Background: an optimization exercise with open tools, aiming at small area and a short achievable clock period. Do not read the settings as production practice. RTL that was checked went through simulation tests only; none was proved equivalent to the original. Power is estimated from default activity; no workload was simulated.

==> build 84: inputs <==
==> flow/design.v (excerpt) <==
module mac(
  input clk,
  input rst,
  input signed [7:0] in_a,
  input signed [7:0] in_b,
  output logic signed [15:0] out);
Settings: LEC_CHECK=0, CAP_MARGIN=20, CORE_MARGIN=2, CORE_UTILIZATION=40, SETUP_SLACK_MARGIN=1.4, SLEW_MARGIN=20; clock period 4.2 ns.
standard.sh (not shown) runs the stock make flow with config.mk's settings and CLKGATE_MAP_FILE= SYNTH_SCRIPT=/design/flow/synth_recipe.tcl, a recipe that flattens the netlist after the stock synthesis.
==> flow/flow/run.sh <==
#!/bin/bash
# Standard layout flow with two changes: Yosys's synth runs with -noabc, so
# the full adders written in the RTL reach extract_fa without the inverters
# abc -fast would add, CTS adds no dummy loads, and the port buffers are plain buf_1 cells (repair
# still upsizes them where timing needs it). Each tool's output is logged.
set -e
bash standard.sh SYNTH_ARGS=-noabc "BUFFER_PORTS_ARGS=-buffer_cell sky130_fd_sc_hd__buf_1" "CTS_ARGS=-sink_clustering_enable -repair_clock_nets -dont_use_dummy_load" finish > standard.log 2>&1
==> build 61: changes against build 84 <==
--- a/flow/design.v
+++ b/flow/design.v
@@ -3,14 +3,14 @@
   input rst,
   input signed [7:0] in_a,
   input signed [7:0] in_b,
   output logic signed [15:0] out);
   logic rst_q;
   logic [15:0] reg_c;
-  logic [15:0] sum_a, sum_b;
-  logic q_pp0_0, q_pp0_1, q_pp1_0, q_pp2_0, q_s61, q_c62, q_s63, q_c64, q_s65, q_c66, q_s67, q_c68, q_s69, q_c70, q_s71, q_c72, q_s73, q_c74, q_s75, q_c76, q_s77, q_c78, q_s79, q_c80, q_s81, q_c82, q_s83, q_pp7_7, q_c84;
+  logic [15:0] row0_d, row0;
+  logic [15:0] row1_d, row1;
   wire pp0_0, pp0_1, pp0_2, pp0_3, pp0_4, pp0_5, pp0_6, pp0_7, pp1_0, pp1_1,
        pp1_2, pp1_3, pp1_4, pp1_5, pp1_6, pp1_7, pp2_0, pp2_1, pp2_2, pp2_3,
        pp2_4, pp2_5, pp2_6, pp2_7, pp3_0, pp3_1, pp3_2, pp3_3, pp3_4, pp3_5,
        pp3_6, pp3_7, pp4_0, pp4_1, pp4_2, pp4_3, pp4_4, pp4_5, pp4_6, pp4_7,
        pp5_0, pp5_1, pp5_2, pp5_3, pp5_4, pp5_5, pp5_6, pp5_7, pp6_0, pp6_1,
        pp6_2, pp6_3, pp6_4, pp6_5, pp6_6, pp6_7, pp7_0, pp7_1, pp7_2, pp7_3,
@@ -19,16 +19,13 @@
        s17, c18, s19, c20, s21, c22, s23, c24, s25, c26,
        s27, c28, s29, c30, s31, c32, s33, c34, s35, c36,
        s37, c38, s39, c40, s41, c42, s43, c44, s45, c46,
        s47, c48, s49, c50, s51, c52, s53, c54, s55, c56,
        s57, c58, s59, c60, s61, c62, s63, c64, s65, c66,
        s67, c68, s69, c70, s71, c72, s73, c74, s75, c76,
-       s77, c78, s79, c80, s81, c82, s83, c84, s85, c86,
-       s87, c88, s89, c90, s91, c92, s93, c94, s95, c96,
-       s97, c98, s99, c100, s101, c102, s103, c104, s105, c106,
-       s107, c108, s109, c110, s111, c112;
+       s77, c78, s79, c80, s81, c82, s83, c84;
   assign pp0_0 = in_a[0] & in_b[0];
   assign pp0_1 = in_a[0] & in_b[1];
   assign pp0_2 = in_a[0] & in_b[2];
   assign pp0_3 = in_a[0] & in_b[3];
   assign pp0_4 = in_a[0] & in_b[4];
   assign pp0_5 = in_a[0] & in_b[5];
@@ -171,74 +168,19 @@
   assign s79 = s39 ^ c56 ^ s57;
   assign c80 = (s39 & c56) | (s39 & s57) | (c56 & s57);
   assign s81 = c40 ^ c58 ^ s59;
   assign c82 = (c40 & c58) | (c40 & s59) | (c58 & s59);
   assign s83 = pp6_7 ^ pp7_6 ^ c60;
   assign c84 = (pp6_7 & pp7_6) | (pp6_7 & c60) | (pp7_6 & c60);
-  assign s85 = reg_c[1] ^ q_pp0_1 ^ q_pp1_0;
-  assign c86 = (reg_c[1] & q_pp0_1) | (reg_c[1] & q_pp1_0) | (q_pp0_1 & q_pp1_0);
-  assign s87 = reg_c[2] ^ q_pp2_0 ^ q_s61;
-  assign c88 = (reg_c[2] & q_pp2_0) | (reg_c[2] & q_s61) | (q_pp2_0 & q_s61);
-  assign s89 = reg_c[3] ^ q_c62 ^ q_s63;
-  assign c90 = (reg_c[3] & q_c62) | (reg_c[3] & q_s63) | (q_c62 & q_s63);
-  assign s91 = reg_c[4] ^ q_c64 ^ q_s65;
-  assign c92 = (reg_c[4] & q_c64) | (reg_c[4] & q_s65) | (q_c64 & q_s65);
-  assign s93 = reg_c[5] ^ q_c66 ^ q_s67;
-  assign c94 = (reg_c[5] & q_c66) | (reg_c[5] & q_s67) | (q_c66 & q_s67);
-  assign s95 = reg_c[6] ^ q_c68 ^ q_s69;
-  assign c96 = (reg_c[6] & q_c68) | (reg_c[6] & q_s69) | (q_c68 & q_s69);
-  assign s97 = reg_c[7] ^ q_c70 ^ q_s71;
-  assign c98 = (reg_c[7] & q_c70) | (reg_c[7] & q_s71) | (q_c70 & q_s71);
-  assign s99 = reg_c[8] ^ q_c72 ^ q_s73;
-  assign c100 = (reg_c[8] & q_c72) | (reg_c[8] & q_s73) | (q_c72 & q_s73);
-  assign s101 = reg_c[9] ^ q_c74 ^ q_s75;
-  assign c102 = (reg_c[9] & q_c74) | (reg_c[9] & q_s75) | (q_c74 & q_s75);
-  assign s103 = reg_c[10] ^ q_c76 ^ q_s77;
-  assign c104 = (reg_c[10] & q_c76) | (reg_c[10] & q_s77) | (q_c76 & q_s77);
-  assign s105 = reg_c[11] ^ q_c78 ^ q_s79;
-  assign c106 = (reg_c[11] & q_c78) | (reg_c[11] & q_s79) | (q_c78 & q_s79);
-  assign s107 = reg_c[12] ^ q_c80 ^ q_s81;
-  assign c108 = (reg_c[12] & q_c80) | (reg_c[12] & q_s81) | (q_c80 & q_s81);
-  assign s109 = reg_c[13] ^ q_c82 ^ q_s83;
-  assign c110 = (reg_c[13] & q_c82) | (reg_c[13] & q_s83) | (q_c82 & q_s83);
-  assign s111 = reg_c[14] ^ q_pp7_7 ^ q_c84;
-  assign c112 = (reg_c[14] & q_pp7_7) | (reg_c[14] & q_c84) | (q_pp7_7 & q_c84);
-  assign sum_a = {reg_c[15], s111, s109, s107, s105, s103, s101, s99, s97, s95, s93, s91, s89, s87, s85, reg_c[0]};
-  assign sum_b = {c112, c110, c108, c106, c104, c102, c100, c98, c96, c94, c92, c90, c88, c86, 1'b0, q_pp0_0};
+  assign row0_d = {1'b0, pp7_7, c82, c80, c78, c76, c74, c72, c70, c68, c66, c64, c62, pp2_0, pp0_1, pp0_0};
+  assign row1_d = {1'b0, c84, s83, s81, s79, s77, s75, s73, s71, s69, s67, s65, s63, s61, pp1_0, 1'b0};
   always @(posedge clk) begin
-    q_pp0_0 <= pp0_0;
-    q_pp0_1 <= pp0_1;
-    q_pp1_0 <= pp1_0;
-    q_pp2_0 <= pp2_0;
-    q_s61 <= s61;
-    q_c62 <= c62;
-    q_s63 <= s63;
-    q_c64 <= c64;
-    q_s65 <= s65;
-    q_c66 <= c66;
-    q_s67 <= s67;
-    q_c68 <= c68;
-    q_s69 <= s69;
-    q_c70 <= c70;
-    q_s71 <= s71;
-    q_c72 <= c72;
-    q_s73 <= s73;
-    q_c74 <= c74;
-    q_s75 <= s75;
-    q_c76 <= c76;
-    q_s77 <= s77;
-    q_c78 <= c78;
-    q_s79 <= s79;
-    q_c80 <= c80;
-    q_s81 <= s81;
-    q_c82 <= c82;
-    q_s83 <= s83;
-    q_pp7_7 <= pp7_7;
-    q_c84 <= c84;
+    row0 <= row0_d;
+    row1 <= row1_d;
     rst_q <= rst;
     if (rst || rst_q)
       reg_c <= 16'h0000;
     else
-      reg_c <= sum_a + sum_b;
+      reg_c <= reg_c + row0 + row1;
   end
   assign out = reg_c;
 endmodule
Settings changed: ABC_AREA from default to 1.
==> trial 31: changes against build 84 <==
--- a/flow/design.v
+++ b/flow/design.v
@@ -3,14 +3,14 @@
   input rst,
   input signed [7:0] in_a,
   input signed [7:0] in_b,
   output logic signed [15:0] out);
   logic rst_q;
   logic [15:0] reg_c;
-  logic [15:0] sum_a, sum_b;
-  logic q_pp0_0, q_pp0_1, q_pp1_0, q_pp2_0, q_s61, q_c62, q_s63, q_c64, q_s65, q_c66, q_s67, q_c68, q_s69, q_c70, q_s71, q_c72, q_s73, q_c74, q_s75, q_c76, q_s77, q_c78, q_s79, q_c80, q_s81, q_c82, q_s83, q_pp7_7, q_c84;
+  logic [15:0] row0_d, row0;
+  logic [15:0] row1_d, row1;
   wire pp0_0, pp0_1, pp0_2, pp0_3, pp0_4, pp0_5, pp0_6, pp0_7, pp1_0, pp1_1,
        pp1_2, pp1_3, pp1_4, pp1_5, pp1_6, pp1_7, pp2_0, pp2_1, pp2_2, pp2_3,
        pp2_4, pp2_5, pp2_6, pp2_7, pp3_0, pp3_1, pp3_2, pp3_3, pp3_4, pp3_5,
        pp3_6, pp3_7, pp4_0, pp4_1, pp4_2, pp4_3, pp4_4, pp4_5, pp4_6, pp4_7,
        pp5_0, pp5_1, pp5_2, pp5_3, pp5_4, pp5_5, pp5_6, pp5_7, pp6_0, pp6_1,
        pp6_2, pp6_3, pp6_4, pp6_5, pp6_6, pp6_7, pp7_0, pp7_1, pp7_2, pp7_3,
@@ -19,16 +19,13 @@
        s17, c18, s19, c20, s21, c22, s23, c24, s25, c26,
        s27, c28, s29, c30, s31, c32, s33, c34, s35, c36,
        s37, c38, s39, c40, s41, c42, s43, c44, s45, c46,
        s47, c48, s49, c50, s51, c52, s53, c54, s55, c56,
        s57, c58, s59, c60, s61, c62, s63, c64, s65, c66,
        s67, c68, s69, c70, s71, c72, s73, c74, s75, c76,
-       s77, c78, s79, c80, s81, c82, s83, c84, s85, c86,
-       s87, c88, s89, c90, s91, c92, s93, c94, s95, c96,
-       s97, c98, s99, c100, s101, c102, s103, c104, s105, c106,
-       s107, c108, s109, c110, s111, c112;
+       s77, c78, s79, c80, s81, c82, s83, c84;
   assign pp0_0 = in_a[0] & in_b[0];
   assign pp0_1 = in_a[0] & in_b[1];
   assign pp0_2 = in_a[0] & in_b[2];
   assign pp0_3 = in_a[0] & in_b[3];
   assign pp0_4 = in_a[0] & in_b[4];
   assign pp0_5 = in_a[0] & in_b[5];
@@ -171,74 +168,19 @@
   assign s79 = s39 ^ c56 ^ s57;
   assign c80 = (s39 & c56) | (s39 & s57) | (c56 & s57);
   assign s81 = c40 ^ c58 ^ s59;
   assign c82 = (c40 & c58) | (c40 & s59) | (c58 & s59);
   assign s83 = pp6_7 ^ pp7_6 ^ c60;
   assign c84 = (pp6_7 & pp7_6) | (pp6_7 & c60) | (pp7_6 & c60);
-  assign s85 = reg_c[1] ^ q_pp0_1 ^ q_pp1_0;
-  assign c86 = (reg_c[1] & q_pp0_1) | (reg_c[1] & q_pp1_0) | (q_pp0_1 & q_pp1_0);
-  assign s87 = reg_c[2] ^ q_pp2_0 ^ q_s61;
-  assign c88 = (reg_c[2] & q_pp2_0) | (reg_c[2] & q_s61) | (q_pp2_0 & q_s61);
-  assign s89 = reg_c[3] ^ q_c62 ^ q_s63;
-  assign c90 = (reg_c[3] & q_c62) | (reg_c[3] & q_s63) | (q_c62 & q_s63);
-  assign s91 = reg_c[4] ^ q_c64 ^ q_s65;
-  assign c92 = (reg_c[4] & q_c64) | (reg_c[4] & q_s65) | (q_c64 & q_s65);
-  assign s93 = reg_c[5] ^ q_c66 ^ q_s67;
-  assign c94 = (reg_c[5] & q_c66) | (reg_c[5] & q_s67) | (q_c66 & q_s67);
-  assign s95 = reg_c[6] ^ q_c68 ^ q_s69;
-  assign c96 = (reg_c[6] & q_c68) | (reg_c[6] & q_s69) | (q_c68 & q_s69);
-  assign s97 = reg_c[7] ^ q_c70 ^ q_s71;
-  assign c98 = (reg_c[7] & q_c70) | (reg_c[7] & q_s71) | (q_c70 & q_s71);
-  assign s99 = reg_c[8] ^ q_c72 ^ q_s73;
-  assign c100 = (reg_c[8] & q_c72) | (reg_c[8] & q_s73) | (q_c72 & q_s73);
-  assign s101 = reg_c[9] ^ q_c74 ^ q_s75;
-  assign c102 = (reg_c[9] & q_c74) | (reg_c[9] & q_s75) | (q_c74 & q_s75);
-  assign s103 = reg_c[10] ^ q_c76 ^ q_s77;
-  assign c104 = (reg_c[10] & q_c76) | (reg_c[10] & q_s77) | (q_c76 & q_s77);
-  assign s105 = reg_c[11] ^ q_c78 ^ q_s79;
-  assign c106 = (reg_c[11] & q_c78) | (reg_c[11] & q_s79) | (q_c78 & q_s79);
-  assign s107 = reg_c[12] ^ q_c80 ^ q_s81;
-  assign c108 = (reg_c[12] & q_c80) | (reg_c[12] & q_s81) | (q_c80 & q_s81);
-  assign s109 = reg_c[13] ^ q_c82 ^ q_s83;
-  assign c110 = (reg_c[13] & q_c82) | (reg_c[13] & q_s83) | (q_c82 & q_s83);
-  assign s111 = reg_c[14] ^ q_pp7_7 ^ q_c84;
-  assign c112 = (reg_c[14] & q_pp7_7) | (reg_c[14] & q_c84) | (q_pp7_7 & q_c84);
-  assign sum_a = {reg_c[15], s111, s109, s107, s105, s103, s101, s99, s97, s95, s93, s91, s89, s87, s85, reg_c[0]};
-  assign sum_b = {c112, c110, c108, c106, c104, c102, c100, c98, c96, c94, c92, c90, c88, c86, 1'b0, q_pp0_0};
+  assign row0_d = {1'b0, pp7_7, c82, c80, c78, c76, c74, c72, c70, c68, c66, c64, c62, pp2_0, pp0_1, pp0_0};
+  assign row1_d = {1'b0, c84, s83, s81, s79, s77, s75, s73, s71, s69, s67, s65, s63, s61, pp1_0, 1'b0};
   always @(posedge clk) begin
-    q_pp0_0 <= pp0_0;
-    q_pp0_1 <= pp0_1;
-    q_pp1_0 <= pp1_0;
-    q_pp2_0 <= pp2_0;
-    q_s61 <= s61;
-    q_c62 <= c62;
-    q_s63 <= s63;
-    q_c64 <= c64;
-    q_s65 <= s65;
-    q_c66 <= c66;
-    q_s67 <= s67;
-    q_c68 <= c68;
-    q_s69 <= s69;
-    q_c70 <= c70;
-    q_s71 <= s71;
-    q_c72 <= c72;
-    q_s73 <= s73;
-    q_c74 <= c74;
-    q_s75 <= s75;
-    q_c76 <= c76;
-    q_s77 <= s77;
-    q_c78 <= c78;
-    q_s79 <= s79;
-    q_c80 <= c80;
-    q_s81 <= s81;
-    q_c82 <= c82;
-    q_s83 <= s83;
-    q_pp7_7 <= pp7_7;
-    q_c84 <= c84;
+    row0 <= row0_d;
+    row1 <= row1_d;
     rst_q <= rst;
     if (rst || rst_q)
       reg_c <= 16'h0000;
     else
-      reg_c <= sum_a + sum_b;
+      reg_c <= reg_c + row0 + row1;
   end
   assign out = reg_c;
 endmodule
==> flow/flow/run.sh (replaced) <==
#!/bin/bash
# Standard layout flow with two changes: Yosys's synth runs with -noabc, so
# the full adders written in the RTL reach extract_fa without the inverters
# abc -fast would add, CTS adds no dummy loads, and the port buffers are plain buf_1 cells (repair
# still upsizes them where timing needs it). Each tool's output is logged.
set -e
bash standard.sh ADDER_MAP_FILE= "BUFFER_PORTS_ARGS=-buffer_cell sky130_fd_sc_hd__buf_1" "CTS_ARGS=-sink_clustering_enable -repair_clock_nets -dont_use_dummy_load" finish > standard.log 2>&1
==> results.txt <==
| item | build 84 | trial 31 | build 61 |
|---|---|---|---|
| Fraction of power consumed by combinational cells | 0.596 | 0.632 | 0.602 |
| Die footprint | 8820 sq um | 11,200 sq um | 9480 sq um |
| Fin worst setup slack | 1430 ps | 1570 ps | 1430 ps |
| Power share of the clock group | 0.114 | 0.096 | 0.110 |
| Result of the run | complete, no violations | complete, no violations | complete, no violations |
| Final RePlAce weighted congestion | 0.847 | 0.838 | 0.846 |
| Detailed-route wire length | 6680 um | 9050 um | 6890 um |
| Complex-gate fraction of the synthesized area | 0.0851 | 0.187 | 0.0258 |
| Number of cells on the critical path | 6 | 9 | 7 |
| FF-to-FF path depth | 7 | 7 | 10 |
| Standard cell area after detailed placement | 3470 sq um | 4390 sq um | 3710 sq um |
| Wire length on met3 | 239 um | 273 um | 153 um |
| Placement-stage worst setup slack | 995 ps | 919 ps | 946 ps |
| Fraction of area in registers | 0.259 | 0.205 | 0.242 |
| Pin count of the biggest net entering global routing | 14 | 20 | 16 |
| Rows | 32 | 37 | 34 |
| Comb_multi_in | 231 | 443 | 269 |
| Non-CTS inverters | 3 | 9 | 101 |
| Sequential cell area fraction in the yosys report | 0.285 | 0.221 | 0.264 |
| DP Wirelength | 5510 um | 7180 um | 5920 um |
| Sequential group share of total power | 0.290 | 0.273 | 0.288 |
| Setup skew after layout | 10.7 ps | 23.0 ps | 16.9 ps |
| Via count of the first global-routing pass | 2,170 | 3,354 | 2,640 |
| Total of plain and repair buffers excluding clock buffers | 33 | 37 | 33 |
For build 84, only the layout was checked, not whether the RTL still works.

==> static timing again, ports no longer ideal <==
How much do the figures lean on ideal ports? The routed layouts below were timed once more, with nothing changed but the port constraints. Step 1 (the two cells are an assumption about what drives the block):
set clk [get_ports {clk}]
set_driving_cell -lib_cell sky130_fd_sc_hd__clkbuf_16 $clk
set_driving_cell -lib_cell sky130_fd_sc_hd__buf_2 [delete_from_list [all_inputs] $clk]
Step 2, shift: input delay + t, output delay - t, t = (earliest + latest rising clock arrival at the registers) / 2. This alone moves slack from input paths to output paths. a / b / c = no drivers / after step 1 / after step 2; a / b = the first two.
run | t, ns | setup slack, ns | worst setup path after step 2
build 84 | 0.314 | 1.429 / 1.437 / 1.123 | input to register
build 61 | 0.316 | 1.434 / 1.441 / 1.126 | input to register
trial 31 | 0.325 | 1.572 / 1.579 / 1.254 | input to register
After both steps every run listed still meets setup and hold. For trial 31, which loses most, drivers alone change the setup slack by +0.007 ns; drivers and shift together by -0.318 ns.
